From an optimization exercise on the open Yosys and OpenROAD flow, aimed at small area, a short achievable clock period and few clock cycles; shortcuts taken in it are not production practice. In this exercise RTL edits were held to simulation tests only and were not proved equivalent to the original.

File: constraint.sdc
create_clock -name core_clock -period 12.0 [get_ports {clk}]
set_input_delay 2.4000 -clock core_clock [delete_from_list [all_inputs] [get_ports {clk}]]
set_output_delay 2.4000 -clock core_clock [all_outputs]
set_load 0.01 [all_outputs]
File: design.v
typedef struct packed {
	logic [2:0] funct3;
	logic [2:0] alu_operation;
	logic	valid;
	logic		instruction_length;
	logic [4:0] rs1_index;
	logic [4:0] rs2_index;
	logic [4:0] rd_index;
	logic [1:0] alu_op1_src;	 
	logic alu_op2_src;	 
	logic [1:0] rd_select;	 
	logic sign;	 
	logic branch;		 
	logic branch_if_zero;	 
	logic jump;		 
	logic jalr;		 
	logic lui;	 
	logic auipc;	 
	logic u_type;	 
	logic rf_write_en;
	logic mem_write_en;
	logic [1:0] instruction_type;
	logic alloc_rob_entry;
	logic alloc_ldq_entry;
	logic alloc_stq_entry;
	logic fold;
	logic [1:0] op1_src;
	logic [1:0] op2_src;
} control_signal_bus;
module alu #(parameter XLEN=32) (
	input logic [XLEN-1:0] a,
	input logic [XLEN-1:0] b,	 
	input logic [2:0] funct3,
	input logic sign,	 
	output logic [XLEN-1:0] result,	 
	output logic zero		 
	);
	logic [XLEN-1:0] sum;	 
	logic [XLEN-1:0] right_shift;	 
	logic [XLEN-1:0] _xor;
	logic [XLEN-1:0] _or;
	logic [XLEN-1:0] _and;
	assign sum = a + (sign ? -b : b);
	assign right_shift = sign
			? $signed($signed(a) >>> b[4:0])	 
			: (a >> b[4:0]);			 
	assign _xor = a ^ b;
	assign _or = a | b;
	assign _and = a & b;
	always_comb
		case (funct3)
			3'b000:	result = sum;			 
			3'b001: result = a << b[4:0];		 
			3'b010: result = ($signed(a) < $signed(b)) ? 1 : 0;	 
			3'b011: result = (a < b) ? 1 : 0;	 
			3'b100: result = _xor;			 
			3'b101: result = right_shift;		 
			3'b110: result = _or;			 
			3'b111: result = _and;			 
		endcase
	assign zero = (result == 0);
endmodule
module alu_operand_select #(parameter XLEN=32) (
	input logic [XLEN-1:0] rs1,
	input logic [XLEN-1:0] rs2,
	input logic [XLEN-1:0] immediate,
	input logic [XLEN-1:0] pc,
	input logic [1:0] alu_op1_src,
	input logic alu_op2_src,
	output logic [XLEN-1:0] alu_op1,
	output logic [XLEN-1:0] alu_op2);
	always_comb
		case (alu_op1_src)
			0:		alu_op1 = rs1;
			1:		alu_op1 = pc;	 
			2:		alu_op1 = 0;	 
			default:	alu_op1 = 0;	 
		endcase
	always_comb
		case (alu_op2_src)
			0:		alu_op2 = rs2;
			1:		alu_op2 = immediate;
			default:	alu_op2 = 0;	 
		endcase
endmodule
module branch_evaluator #(parameter XLEN=32) (
	input logic [XLEN-1:0] pc_plus_four,
	input logic [XLEN-1:0] predicted_next_instruction,
	input logic [XLEN-1:0] evaluated_branch_target,	 
	input logic jump,	 
	input logic branch,
	input logic branch_if_zero,
	input logic zero,
	input logic branch_prediction,
	output logic [XLEN-1:0] next_instruction,
	output logic branch_mispredicted
	);
	logic branch_taken;
	assign branch_taken = jump || (branch && (branch_if_zero == zero));
	always_comb
		if (branch_taken)
			next_instruction = evaluated_branch_target;
		else
			next_instruction = pc_plus_four;
	assign branch_mispredicted = (branch_taken != branch_prediction)
			|| (jump && (next_instruction != predicted_next_instruction));
endmodule
module branch_predictor #(parameter XLEN=32) (
	input logic [XLEN-1:0]	pc,	 
	input logic [XLEN-1:0]	branch_target,
	input logic		jump,
	input logic 		branch,
	output logic		branch_predicted_taken
	);
	always_comb begin
		if (jump)
			branch_predicted_taken = 1;
		else if (branch)
			if (branch_target < pc)
				branch_predicted_taken = 1;
			else
				branch_predicted_taken = 0;
		else
			branch_predicted_taken = 0;
	end
endmodule
module branch_target #(parameter XLEN=32) (
	input logic [XLEN-1:0]	pc,
	input logic [XLEN-1:0]	rs1,
	input logic [XLEN-1:0]	immediate,
	input logic		jalr,
	output logic [XLEN-1:0]	branch_target
);
	assign branch_target = (jalr ? rs1 : pc) + immediate;
endmodule
module data_forwarding_unit #(parameter XLEN=32) (
	input logic [XLEN-1:0] EX_alu_result,
	input logic [1:0] EX_rd_select,
	input logic [4:0] EX_rd_index,
	input logic EX_rf_write_en,
	input logic [XLEN-1:0] DM_alu_result,
	input logic [XLEN-1:0] DM_memory_data_out,
	input logic [1:0] DM_rd_select,
	input logic [4:0] DM_rd_index,
	input logic DM_rf_write_en,
	input logic [XLEN-1:0] WB_rd,
	input logic [4:0] WB_rd_index,
	input logic WB_rf_write_en,
	input logic [XLEN-1:0] register_file_rs,
	input logic [4:0] register_file_rs_index,
	output logic [XLEN-1:0] rs
	);
	always_comb begin
		if (register_file_rs_index == 0)
			rs = register_file_rs;
		else if (register_file_rs_index == EX_rd_index && EX_rf_write_en && EX_rd_select == 0)
			rs = EX_alu_result;
		else if (register_file_rs_index == DM_rd_index && DM_rf_write_en && DM_rd_select == 0)
				rs = DM_alu_result;
		else if (register_file_rs_index == DM_rd_index && DM_rf_write_en && DM_rd_select == 1)
				rs = DM_memory_data_out;
		else if (register_file_rs_index == WB_rd_index && WB_rf_write_en)
			rs = WB_rd;
		else
			rs = register_file_rs;
	end
endmodule
module immediate_decode #(parameter XLEN=32) (
	input logic [31:0] instruction,
	output logic [XLEN-1:0] immediate
	);
	logic [6:0] opcode;
	assign opcode = instruction[6:0];
	always_comb
		case (opcode)
			'b0010011, 'b0000011, 'b1100111:	 
				immediate = {
					{XLEN{instruction[31]}}, instruction[31:20]
				};
			'b1100011:	 
				immediate = {
					{XLEN{instruction[31]}},
					instruction[7],
					instruction[30:25],
					instruction[11:8],
					1'b0
				};
			'b0100011:	 
				immediate = {
					{XLEN{instruction[31]}},
					instruction[31:25],
					instruction[11:7]
				};
			'b1101111:	 
				immediate = {
					{XLEN{instruction[31]}},
					instruction[19:12],
					instruction[20],
					instruction[30:21],
					1'b0
				};
			'b0110111, 'b0010111:	 
				immediate = {
					instruction[31:12],
					{12{1'b0}}
				};
			default:
				immediate = 0;
		endcase
endmodule
module branch_decode (
	input logic [6:0] opcode,
	input logic [2:0] funct3,
	output logic jump,
	output logic jalr,
	output logic branch,
	output logic branch_if_zero
	);
	assign jump = (opcode == 'b1101111 || opcode == 'b1100111) ? 1 : 0;
	assign jalr = opcode == 'b1100111;
	assign branch = (opcode == 'b1100011) ? 1 : 0;	 
	always_comb
		case (funct3)
			'b000,	 
			'b101,	 
			'b111:	 
				branch_if_zero = 1;
			default:
				branch_if_zero = 0;
		endcase
endmodule
module alu_decode (
	input logic [31:0] instruction,
	output logic [2:0] alu_operation,
	output logic sign,
	output logic [1:0] op1_src,
	output logic op2_src
	);
	logic [6:0] opcode;
	logic [2:0] funct3;
	assign opcode = instruction[6:0];
	assign funct3 = instruction[14:12];
	always_comb
		if (opcode == 'b1100011)	 
			unique case (funct3)
				'b000, 'b001:	 
				begin
					alu_operation = 'b000;
					sign = 1;
				end
				'b100, 'b101:	 
				begin
					alu_operation = 'b010;
					sign = 0;
				end
				'b110, 'b111:	 
				begin
					alu_operation = 'b011;
					sign = 0;
				end
				default:	 
				begin
					alu_operation = 'b000;
					sign = 0;
				end
			endcase
		else if (opcode == 'b0110111		 
				|| opcode == 'b0010111	 
				|| opcode == 'b0000011	 
				|| opcode == 'b0100011)	 
		begin
			alu_operation = 'b000;
			sign = 0;
		end
		else	 
		begin
			alu_operation = funct3;
			sign = (opcode == 'b0110011 || (opcode == 'b0010011 && funct3 == 'b101)) ? instruction[30] : 0;
		end
	always_comb
		case (opcode)
			'b0110111:	 
				op1_src = 2;
			'b0010111:	 
				op1_src = 1;
			default:
				op1_src = 0;
		endcase
	always_comb
		case (opcode)
			'b0110011,	 
			'b1100011:	 
				op2_src = 0;
			'b0010011,	 
			'b0000011,	 
			'b1100111,	 
			'b0100011,	 
			'b0110111,	 
			'b0010111:	 
				op2_src = 1;
			default:	 
				op2_src = 0;
		endcase
endmodule
module out_of_order_decode (
	input logic [6:0] opcode,
	output logic [1:0] instruction_type,
	output logic alloc_rob_entry,
	output logic alloc_ldq_entry,
	output logic alloc_stq_entry,
	output logic [1:0]	op1_src,
	output logic [1:0]	op2_src
	);
	always_comb begin
		case (opcode)
			'b0110011,	 
			'b0010011,	 
			'b0110111,	 
			'b0010111:	 
				instruction_type = 'b00;	 
			'b1100111,	 
			'b1100011,	 
			'b1101111:	 
				instruction_type = 'b01;	 
			'b0000011:	 
				instruction_type = 'b10;	 
			'b0100011:	 
				instruction_type = 'b11;	 
			default:
				instruction_type = 'b00;
		endcase
	end
	assign alloc_rob_entry = 1'b1;
	assign alloc_ldq_entry = (opcode == 'b0000011);	 
	assign alloc_stq_entry = (opcode == 'b0100011);	 
	always_comb begin
		unique case (opcode)
			'b0110111,	 
			'b0000000:	 
				op1_src = 2'b00;
			'b1101111,	 
			'b0010111:	 
				op1_src = 2'b01;
			'b0110011,	 
			'b0010011,	 
			'b0000011,	 
			'b1100111,	 
			'b1100011,	 
			'b0100011:	 
				op1_src = 2'b10;
			default:
				op1_src = 2'b00;
		endcase
	end
	always_comb begin
		unique case (opcode)
			'b0000000:
				op2_src = 2'b00;
			'b0010011,	 
			'b0000011,	 
			'b1100111,	 
			'b1101111,	 
			'b0110111,	 
			'b0010111:	 
				op2_src = 2'b01;
			'b0110011,	 
			'b1100011,	 
			'b0100011:	 
				op2_src = 2'b10;
			default:
				op2_src = 2'b00;
		endcase
	end
endmodule
module instruction_decode #(parameter XLEN=32) (
	input logic [31:0] instruction,
	output logic [XLEN-1:0] immediate,
	output control_signal_bus control_signals
	);
	logic [6:0] opcode;
	logic [2:0] funct3;
	assign opcode = instruction[6:0];
	assign funct3 = instruction[14:12];
	assign control_signals.funct3 = funct3;
	assign control_signals.valid =
		opcode == 'b0110011 ||	 
		opcode == 'b0010011 ||	 
		opcode == 'b0000011 ||	 
		opcode == 'b1100111 ||	 
		opcode == 'b1100011 ||	 
		opcode == 'b0100011 ||	 
		opcode == 'b1101111 ||	 
		opcode == 'b0110111 ||	 
		opcode == 'b0010111;	 
	assign control_signals.fold = 0;	 
	assign control_signals.instruction_length = 1;
	assign control_signals.rs1_index = instruction[19:15];
	assign control_signals.rs2_index = instruction[24:20];
	assign control_signals.rd_index = instruction[11:7];
	branch_decode branch_decode(
		.opcode(opcode),
		.funct3(funct3),
		.jump(control_signals.jump),
		.branch(control_signals.branch),
		.branch_if_zero(control_signals.branch_if_zero),
		.jalr(control_signals.jalr));
	immediate_decode #(.XLEN(32)) immediate_decode(
		.instruction(instruction),
		.immediate(immediate));
	alu_decode alu_decode(
		.instruction(instruction),
		.alu_operation(control_signals.alu_operation),
		.sign(control_signals.sign),
		.op1_src(control_signals.alu_op1_src),
		.op2_src(control_signals.alu_op2_src));
	always_comb
		case (opcode)
			'b0110011,	 
			'b0010011,	 
			'b0110111,	 
			'b0010111:	 
				control_signals.rd_select = 0;
			'b0000011:	 
				control_signals.rd_select = 1;
			'b1101111,	 
			'b1100111:	 
				control_signals.rd_select = 2;
			default:
				control_signals.rd_select = 0;
		endcase
	always_comb
		case (opcode)
			'b0110111,	 
			'b0010111,	 
			'b0110011,	 
			'b1101111,	 
			'b0010011,	 
			'b0000011,	 
			'b1100111:	 
				control_signals.rf_write_en = 1;
			default:
				control_signals.rf_write_en = 0;
		endcase
	assign control_signals.mem_write_en = (opcode == 'b0100011) ? 1 : 0;	 
	out_of_order_decode ooo_decode (
		.opcode(opcode),
		.instruction_type(control_signals.instruction_type),
		.alloc_rob_entry(control_signals.alloc_rob_entry),
		.alloc_ldq_entry(control_signals.alloc_ldq_entry),
		.alloc_stq_entry(control_signals.alloc_stq_entry),
		.op1_src(control_signals.op1_src),
		.op2_src(control_signals.op2_src)
	);
	logic lui;
	logic auipc;
	assign lui = (opcode == 'b0110111);
	assign auipc = (opcode == 'b0010111);
	assign control_signals.lui = lui;
	assign control_signals.auipc = auipc;
	assign control_signals.u_type = (lui || auipc);
endmodule
module pc_select #(parameter XLEN=32) (
	input logic [XLEN-1:0] pc_plus_four,
	input logic [XLEN-1:0] evaluated_next_instruction,
	input logic [XLEN-1:0] predicted_next_instruction,
	input logic evaluated_branch_mispredicted,
	input logic predicted_branch_predicted_taken,
	output logic [XLEN-1:0] pc_next
	);
	always_comb
		if (evaluated_branch_mispredicted)
			pc_next = evaluated_next_instruction;
		else if (predicted_branch_predicted_taken)
			pc_next = predicted_next_instruction;
		else
			pc_next = pc_plus_four;
endmodule
module register_file #(parameter XLEN=32) (
	input logic clk,
	input logic reset,
	input logic [4:0]	rs1_index,
	input logic [4:0]	rs2_index,
	input logic [4:0]	rd_index,
	input logic [XLEN-1:0]	rd,
	input logic		write_en,
	output logic [XLEN-1:0]	rs1,
	output logic [XLEN-1:0]	rs2
);
	reg [31:0][XLEN-1:0]	registers;
	always_ff @(posedge clk) begin
		registers[0] <= 0;
		for (int i = 1; i < 32; i = i + 1) begin
			if (!reset)
				registers[i] <= 0;
			else
				if (i[4:0] == rd_index && write_en)
					registers[i] <= rd;
		end
	end
	assign rs1 = registers[rs1_index];
	assign rs2 = registers[rs2_index];
endmodule
module rf_wb_select #(parameter XLEN=32) (
	input logic [XLEN-1:0] alu_result,
	input logic [XLEN-1:0] memory_data_out,
	input logic [XLEN-1:0] pc_plus_four,
	input logic [1:0] select,
	output logic [XLEN-1:0] rd
);
	always_comb
		case (select)
			0:		rd = alu_result;
			1:		rd = memory_data_out;
			2:		rd = pc_plus_four;
			default:	rd = 0;	 
		endcase
endmodule
module stall_generator #(parameter XLEN=32) (
	input logic [4:0] ID_rs1_index,
	input logic [4:0] ID_rs2_index,
	input logic [4:0] RF_rd_index,
	input logic [1:0] RF_rd_select,	 
	input logic RF_rf_write_en,	 
	output logic stall
	);
	assign stall = (RF_rd_select == 1)	 
		&& RF_rf_write_en		 
		&& ((RF_rd_index == ID_rs1_index) || (RF_rd_index == ID_rs2_index));	 
endmodule
module six_stage_pipeline #(parameter XLEN=32) (
	input logic clk,
	input logic reset,	 
	output logic [XLEN-1:0] imem_addr,
	input logic [31:0] imem_rdata,
	output logic [XLEN-1:0] dmem_addr,
	output logic [XLEN-1:0] dmem_wdata,
	output logic dmem_we,
	input logic [XLEN-1:0] dmem_rdata
);
	logic [XLEN-1:0] IF_pc;
	logic [XLEN-1:0] WB_rd;	 
	logic [XLEN-1:0] ID_pc;
	logic [XLEN-1:0] RF_pc;
	logic [XLEN-1:0] EX_pc;
	logic [31:0] IF_instruction;
	logic [31:0] ID_instruction;
	control_signal_bus ID_control_signals;
	control_signal_bus RF_control_signals;
	control_signal_bus EX_control_signals;
	control_signal_bus DM_control_signals;
	control_signal_bus WB_control_signals;
	logic [XLEN-1:0] RF_register_file_rs1;	 
	logic [XLEN-1:0] RF_rs1;	 
	logic [XLEN-1:0] EX_rs1;
	logic [XLEN-1:0] RF_register_file_rs2;	 
	logic [XLEN-1:0] RF_rs2;	 
	logic [XLEN-1:0] EX_rs2;
	logic [XLEN-1:0] DM_rs2;	 
	logic [XLEN-1:0] ID_immediate;
	logic [XLEN-1:0] RF_immediate;
	logic [XLEN-1:0] EX_immediate;
	logic [XLEN-1:0] EX_alu_op1;
	logic [XLEN-1:0] EX_alu_op2;
	logic [XLEN-1:0] EX_alu_result;
	logic [XLEN-1:0] DM_alu_result;
	logic [XLEN-1:0] WB_alu_result;
	logic EX_alu_zero;
	logic DM_alu_zero;
	logic RF_branch_predicted_taken;
	logic EX_branch_predicted_taken;
	logic DM_branch_predicted_taken;
	logic DM_branch_mispredicted;
	logic [XLEN-1:0] RF_predicted_next_instruction;
	logic [XLEN-1:0] EX_predicted_next_instruction;
	logic [XLEN-1:0] DM_predicted_next_instruction;
	logic [XLEN-1:0] DM_memory_data_out;
	logic [XLEN-1:0] WB_memory_data_out;
	logic [XLEN-1:0] IF_pc_plus_four;
	logic [XLEN-1:0] ID_pc_plus_four;
	logic [XLEN-1:0] RF_pc_plus_four;
	logic [XLEN-1:0] EX_pc_plus_four;
	logic [XLEN-1:0] DM_pc_plus_four;
	logic [XLEN-1:0] WB_pc_plus_four;
	logic [XLEN-1:0] RF_branch_target;	 
	logic [XLEN-1:0] EX_branch_target;
	logic [XLEN-1:0] DM_branch_target;	 
	logic [XLEN-1:0] DM_evaluated_next_instruction;
	logic [XLEN-1:0] pc_next;
	logic stall;
	always_ff @(posedge clk) begin: pc_register
		if (!reset)
			IF_pc <= 0;
		else if (!stall || DM_branch_mispredicted)
			IF_pc <= pc_next;
	end: pc_register
	always_ff @(posedge clk) begin: IF_ID_pipeline_register
		if (!reset || RF_branch_predicted_taken || DM_branch_mispredicted) begin
			ID_pc <= 0;
			ID_pc_plus_four <= 0;
			ID_instruction <= 0;
		end else if (!stall) begin
			ID_pc <= IF_pc;
			ID_pc_plus_four <= IF_pc_plus_four;
			ID_instruction <= IF_instruction;
		end
	end: IF_ID_pipeline_register
	always_ff @(posedge clk) begin: ID_RF_pipeline_register
		if (!reset || stall || RF_branch_predicted_taken || DM_branch_mispredicted) begin
			RF_pc <= 0;
			RF_pc_plus_four <= 0;
			RF_control_signals <= 0;
			RF_immediate <= 0;
		end else begin
			RF_pc <= ID_pc;
			RF_pc_plus_four <= ID_pc_plus_four;
			RF_control_signals <= ID_control_signals;
			RF_immediate <= ID_immediate;
		end
	end: ID_RF_pipeline_register
	always_ff @(posedge clk) begin: RF_EX_pipeline_register
		if (!reset || DM_branch_mispredicted) begin
			EX_pc <= 0;
			EX_pc_plus_four <= 0;
			EX_control_signals <= 0;
			EX_branch_predicted_taken <= 0;
			EX_branch_target <= 0;
			EX_predicted_next_instruction <= 0;
			EX_rs1 <= 0;
			EX_rs2 <= 0;
			EX_immediate <= 0;
		end else begin
			EX_pc <= RF_pc;
			EX_pc_plus_four <= RF_pc_plus_four;
			EX_control_signals <= RF_control_signals;
			EX_branch_predicted_taken <= RF_branch_predicted_taken;
			EX_branch_target <= RF_branch_target;
			EX_predicted_next_instruction <= RF_predicted_next_instruction;
			EX_rs1 <= RF_rs1;
			EX_rs2 <= RF_rs2;
			EX_immediate <= RF_immediate;
		end
	end: RF_EX_pipeline_register
	always_ff @(posedge clk) begin: EX_DM_pipeline_register
		if (!reset || DM_branch_mispredicted) begin
			DM_pc_plus_four <= 0;
			DM_control_signals <= 0;
			DM_branch_predicted_taken <= 0;
			DM_branch_target <= 0;
			DM_predicted_next_instruction <= 0;
			DM_rs2 <= 0;
			DM_alu_result <= 0;
			DM_alu_zero <= 0;
		end else begin
			DM_pc_plus_four <= EX_pc_plus_four;
			DM_control_signals <= EX_control_signals;
			DM_branch_predicted_taken <= EX_branch_predicted_taken;
			DM_branch_target <= EX_branch_target;
			DM_predicted_next_instruction <= EX_predicted_next_instruction;
			DM_rs2 <= EX_rs2;
			DM_alu_result <= EX_alu_result;
			DM_alu_zero <= EX_alu_zero;
		end
	end: EX_DM_pipeline_register
	always_ff @(posedge clk) begin: DM_WB_pipeline_register
		if (!reset) begin
			WB_pc_plus_four <= 0;
			WB_control_signals <= 0;
			WB_alu_result <= 0;
			WB_memory_data_out <= 0;
		end else begin
			WB_pc_plus_four <= DM_pc_plus_four;
			WB_control_signals <= DM_control_signals;
			WB_alu_result <= DM_alu_result;
			WB_memory_data_out <= DM_memory_data_out;
		end
	end: DM_WB_pipeline_register
	assign imem_addr = IF_pc;
	assign IF_instruction = imem_rdata;
	instruction_decode #(.XLEN(XLEN)) instruction_decode(
		.instruction(ID_instruction),
		.immediate(ID_immediate),
		.control_signals(ID_control_signals));
	stall_generator #(.XLEN(XLEN)) stall_generator(
		.ID_rs1_index(ID_control_signals.rs1_index),
		.ID_rs2_index(ID_control_signals.rs2_index),
		.RF_rd_index(RF_control_signals.rd_index),
		.RF_rd_select(RF_control_signals.rd_select),
		.RF_rf_write_en(RF_control_signals.rf_write_en),
		.stall(stall));
	rf_wb_select #(.XLEN(XLEN)) rf_wb_select(
		.alu_result(WB_alu_result),
		.memory_data_out(WB_memory_data_out),
		.pc_plus_four(WB_pc_plus_four),
		.select(WB_control_signals.rd_select),
		.rd(WB_rd));
	register_file #(.XLEN(XLEN)) rf(
		.clk(clk),
		.reset(reset),
		.rs1_index(RF_control_signals.rs1_index),
		.rs2_index(RF_control_signals.rs2_index),
		.rd_index(WB_control_signals.rd_index),
		.rd(WB_rd),
		.write_en(WB_control_signals.rf_write_en),
		.rs1(RF_register_file_rs1),
		.rs2(RF_register_file_rs2));
	data_forwarding_unit #(.XLEN(XLEN)) rs1_data_forwarding_unit(
		.EX_alu_result(EX_alu_result),
		.EX_rd_select(EX_control_signals.rd_select),
		.EX_rd_index(EX_control_signals.rd_index),
		.EX_rf_write_en(EX_control_signals.rf_write_en),
		.DM_alu_result(DM_alu_result),
		.DM_memory_data_out(DM_memory_data_out),
		.DM_rd_select(DM_control_signals.rd_select),
		.DM_rd_index(DM_control_signals.rd_index),
		.DM_rf_write_en(DM_control_signals.rf_write_en),
		.WB_rd(WB_rd),
		.WB_rd_index(WB_control_signals.rd_index),
		.WB_rf_write_en(WB_control_signals.rf_write_en),
		.register_file_rs(RF_register_file_rs1),
		.register_file_rs_index(RF_control_signals.rs1_index),
		.rs(RF_rs1));
	data_forwarding_unit #(.XLEN(XLEN)) rs2_data_forwarding_unit(
		.EX_alu_result(EX_alu_result),
		.EX_rd_select(EX_control_signals.rd_select),
		.EX_rd_index(EX_control_signals.rd_index),
		.EX_rf_write_en(EX_control_signals.rf_write_en),
		.DM_alu_result(DM_alu_result),
		.DM_memory_data_out(DM_memory_data_out),
		.DM_rd_select(DM_control_signals.rd_select),
		.DM_rd_index(DM_control_signals.rd_index),
		.DM_rf_write_en(DM_control_signals.rf_write_en),
		.WB_rd(WB_rd),
		.WB_rd_index(WB_control_signals.rd_index),
		.WB_rf_write_en(WB_control_signals.rf_write_en),
		.register_file_rs(RF_register_file_rs2),
		.register_file_rs_index(RF_control_signals.rs2_index),
		.rs(RF_rs2));
	assign IF_pc_plus_four = IF_pc + 4;
	alu_operand_select #(.XLEN(XLEN)) alu_operand_select(
		.rs1(EX_rs1),
		.rs2(EX_rs2),
		.immediate(EX_immediate),
		.pc(EX_pc),
		.alu_op1_src(EX_control_signals.alu_op1_src),
		.alu_op2_src(EX_control_signals.alu_op2_src),
		.alu_op1(EX_alu_op1),
		.alu_op2(EX_alu_op2));
	alu #(.XLEN(XLEN)) alu(
		.a(EX_alu_op1),
		.b(EX_alu_op2),
		.funct3(EX_control_signals.alu_operation),
		.sign(EX_control_signals.sign),
		.result(EX_alu_result),
		.zero(EX_alu_zero));
	assign dmem_addr = DM_alu_result;
	assign dmem_wdata = DM_rs2;
	assign dmem_we = DM_control_signals.mem_write_en;
	assign DM_memory_data_out = dmem_rdata;
	branch_target #(.XLEN(XLEN)) branch_target_calculator (
		.pc(RF_pc),
		.rs1(RF_rs1),
		.immediate(RF_immediate),
		.jalr(RF_control_signals.jalr),
		.branch_target(RF_branch_target)
	);
	branch_predictor #(.XLEN(XLEN)) branch_predictor(
		.pc(RF_pc),
		.branch_target(RF_branch_target),
		.jump(RF_control_signals.jump),
		.branch(RF_control_signals.branch),
		.branch_predicted_taken(RF_branch_predicted_taken));
	assign RF_predicted_next_instruction = RF_branch_predicted_taken ? RF_branch_target : RF_pc_plus_four;
	branch_evaluator #(.XLEN(XLEN)) branch_evaluator(
		.pc_plus_four(DM_pc_plus_four),
		.predicted_next_instruction(DM_predicted_next_instruction),
		.evaluated_branch_target(DM_branch_target),
		.jump(DM_control_signals.jump),
		.branch(DM_control_signals.branch),
		.branch_if_zero(DM_control_signals.branch_if_zero),
		.zero(DM_alu_zero),
		.branch_prediction(DM_branch_predicted_taken),
		.next_instruction(DM_evaluated_next_instruction),
		.branch_mispredicted(DM_branch_mispredicted));
	pc_select #(.XLEN(XLEN)) pc_select(
		.pc_plus_four(IF_pc_plus_four),
		.evaluated_next_instruction(DM_evaluated_next_instruction),
		.predicted_next_instruction(RF_predicted_next_instruction),
		.evaluated_branch_mispredicted(DM_branch_mispredicted),
		.predicted_branch_predicted_taken(RF_branch_predicted_taken),
		.pc_next(pc_next));
endmodule
File: config.mk
export PLATFORM = sky130hd
export DESIGN_NAME = six_stage_pipeline
export DESIGN_NICKNAME = six_stage_pipeline
export VERILOG_FILES = /design/flow/design.v
export SDC_FILE = /design/flow/constraint.sdc
export NUM_CORES = 4
export LEC_CHECK = 0
export CAP_MARGIN = 20
export CORE_MARGIN = 2
export CORE_UTILIZATION = 40
export SLEW_MARGIN = 20
File: run.sh
#!/bin/bash
# synth_recipe.tcl (not shown) runs the flow's synth.tcl, then flattens the netlist and writes it again
# the make line also repeats each setting of config.mk as NAME=value (left out here)
make -C /OpenROAD-flow-scripts/flow DESIGN_CONFIG=/design/flow/config.mk WORK_HOME=/design/flow/orfs CLKGATE_MAP_FILE= SYNTH_SCRIPT=/design/flow/synth_recipe.tcl finish
==> results.ini <==
[finish]
area_growth_pct = 12.7
finalNetCount = 9308
final_cells = 12100
regMostFlops = rf.registers
fill_cells = 20800
drive_above_1_share_pct = 14.8
seqCellArea_um2 = 35300
final_core_util_pct = 45.3
largest_register_ffs = 992
fin_area_um2 = 99400
multi_input_area_um2 = 49400
final_common_cell = dfxtp_1
final_cell_mix = 1,747 x dfxtp_1, 1,493 x nor2_1, 1,090 x a211oi_1, 492 x mux4_2, 460 x a21oi_1

[timing]
setup_viol = 0
tightest_slew_ns = 1.20
rsz0062_at_grt = false
drv_slew = 0
min_period_over_period_pct = 91.0
fin_crit_ns = 10.92
fin_skew_ns = 0.0882
fin_setup_tns_ns = 0
slew_headroom_pct = 20.0
finalHoldViolCount = 0
max_freq_ghz = 0.0916

[global_routing]
grt.total_usage_pct = 30.8
grt-ovfl-total = 0
grt_first_pass_wirelength_um = 510000
grt_max_degree = 206
grt_pass1_vias = 71200
antenna_found_initial = 23

[critical_path]
path_common_cell = nor2_1
critPathKind = reg2reg
path_delay_family = compound AO/OA/AOI/OAI gates
start_kind = flop
cpPeakStageDelay_ns = 0.90
worst-path-buf-inv = 3
r2r_slack_ns = 1.08
critPathArrivalTime_ns = 11.73
slowest_stage = dfxtp_2
crit_fanout = 32
required_ns = 12.81
end_kind = flop

[floorplanning]
die_area_um2 = 224000
rows = 172
dieHeight_um = 474
die_x_um = 474
start_util_pct = 40.2
core_area_um2 = 220000
io-pin-count = 163

[power_and_ir_drop]
power_mw = 12.9
leakage_nw = 33.9
ir_worst_vdd_mv = 0.159
power_density_nw_per_um2 = 129

[drt]
drtIter0Drc = 8801
firstDrtPassIters = 6
drc_errors = 0
post_drt_via_cell_ratio = 6.22
ant_nets = 0
wl_per_cell_um = 29.5
vias = 75300
drt-total-wl_um = 356000

[placed_design]
hpwl_um = 237000
port_buffers = 162
dp_cells = 11700
place_area_um2 = 92800
place_congestion = 1.04

[cts]
clk_pin_slew_ns = 0.08
ctsResizeCount = 0
htreeDepth = 4
clock-sinks = 1762
cts_setup_buffers = 0
root_buffer = clkbuf_16
clock_path_buffers = 3
cts_made_buffers = 188
clk_latency_ns = 0.88
cts_tree = built
cts_hold_buf = 0

[yosys]
synthMuxAreaShare_pct = 18.4
yosysSeqAreaShare_pct = 40.0
synth_top_family_by_area = compound AO/OA/AOI/OAI gates
yosysUniqueCellTypes = 93
yosys.area_share.simple_pct = 13.8
ys_ff_latch = 1762
ys_async_sr_fraction_pct = 0
synth_compound_area_share_pct = 18.6
synth.cell_area_um2 = 88200
synth_top_flop_cell = dfxtp_1
syn_nets = 9583
synthCells = 9324
synth_fa_ha_area_share_pct = 2.76
synth_edf_count = 0
synth_warnings = 18
syn_avg_cell_area_um2 = 9.46
synth_xor_area_share_pct = 1.91

[min_path]
hp-class = reg2reg

[outcome]
status = no timing/DRC/antenna violations

[run]
drv_cap = 0

==> report_power, final <==
group	internal [mW]	switching [mW]
clock network	3.55	2.57
logic	0.237	0.544
registers	5.88	0.0710
==> path summary, 6_finish.rpt <==
kind,to,from,cells after the start
min reg2reg,DM_predicted_next_instruction[17],EX_predicted_next_instruction[17],1
max,RF_immediate[14],EX_control_signals[22],40
max reg2reg,RF_immediate[14],EX_control_signals[22],40
min,DM_predicted_next_instruction[17],EX_predicted_next_instruction[17],1
==> synth_stat cells, types with 78 or more instances <==
master	count	share of area, %
o21ai_0	289	1.6
clkbuf_1	750	3.2
nor3_1	78	0.44
buf_1	89	0.38
inv_1	145	0.62
dfxtp_1	1762	40
mux4_2	492	13
xor2_1	78	0.77
mux2i_1	344	3.9
a21oi_1	492	2.8
nand2_1	434	1.8
nor2_1	1518	6.5
a211oi_1	1091	9.3
mux2_2	149	1.9
xnor2_1	112	1.1
and2_1	450	3.2
ha_1	191	2.7
==> per-layer routing <==
| metal | wire [um] | track usage [%] |
|---|---|---|
| met5 | 48 | 0 |
| met4 | 24200 | 18.2 |
| met3 | 32300 | 5.80 |
| met2 | 153000 | 45.6 |
| met1 | 147000 | 41.8 |
==> cells by family after synthesis <==
family	after synthesis
AND/OR/NAND/NOR	2736
AO/OA/AOI/OAI	2408
flip-flops	1762
buffers and inverters	1047
multiplexers	987
adder cells (fa/ha/maj)	193
XOR/XNOR	191
==> worst reg2reg max path, delay by kind of cell (launching register included) <==
| kind | cells | cell delay [ns] |
|---|---|---|
| adders and majority gates | 3 | 1.01 |
| and+or+nand+nor | 11 | 2.60 |
| muxes | 3 | 0.75 |
| buffers and inverters | 3 | 0.36 |
| DFF | 1 | 0.90 |
| AOI/OAI and AO/OA | 17 | 4.89 |
| xor gates and xnor gates | 3 | 0.39 |
==> stage by stage <==
stage          hold slack, ns  worst slack, ns
2_1_floorplan           0.406             1.84
3_3_place_gp            0.407             1.46
3_5_place_dp            0.410             1.50
4_1_cts                 0.423             1.45
5_1_grt                 0.435            0.580
6_report                0.421             1.08
==> cell type report <==
type                       count  share of cell area, %
tap                         2871                   3.61
inverter                     150                  0.574
antenna                       20                 0.0503
clock inverter                70                  0.987
clock buffer                 278                   5.63
sequential                  1762                   35.5
multi-input combinational   6515                   49.7
timing repair buffer         432                   3.92
Testbench counts, summed over its fixed seeds: cycles 123,233.

afterwards: timing with drivers on the ports:
Ports are ideal in the flow. The routed layout listed here was re-timed in OpenROAD.
Step 1, drivers: a clkbuf_16 drives clk and a buf_2 each remaining input, both assumed.
Step 2 moves the port delays by t, midway between the first and last clock arrival at a register: inputs arrive t later, outputs are due t later. That takes back most of the time a late clock gives input paths.
Three values: ideal, step 1, step 2; two values: the first two.
t (ns): 0.932
setup slack, ns: 1.079 / 1.079 / 1.079
latest minus earliest clock arrival (ns): 0.089 / 0.089
After both steps this run still meets setup and hold. The setup slack of this run moves by 0.000 ns with the drivers and by 0.000 ns with both steps.
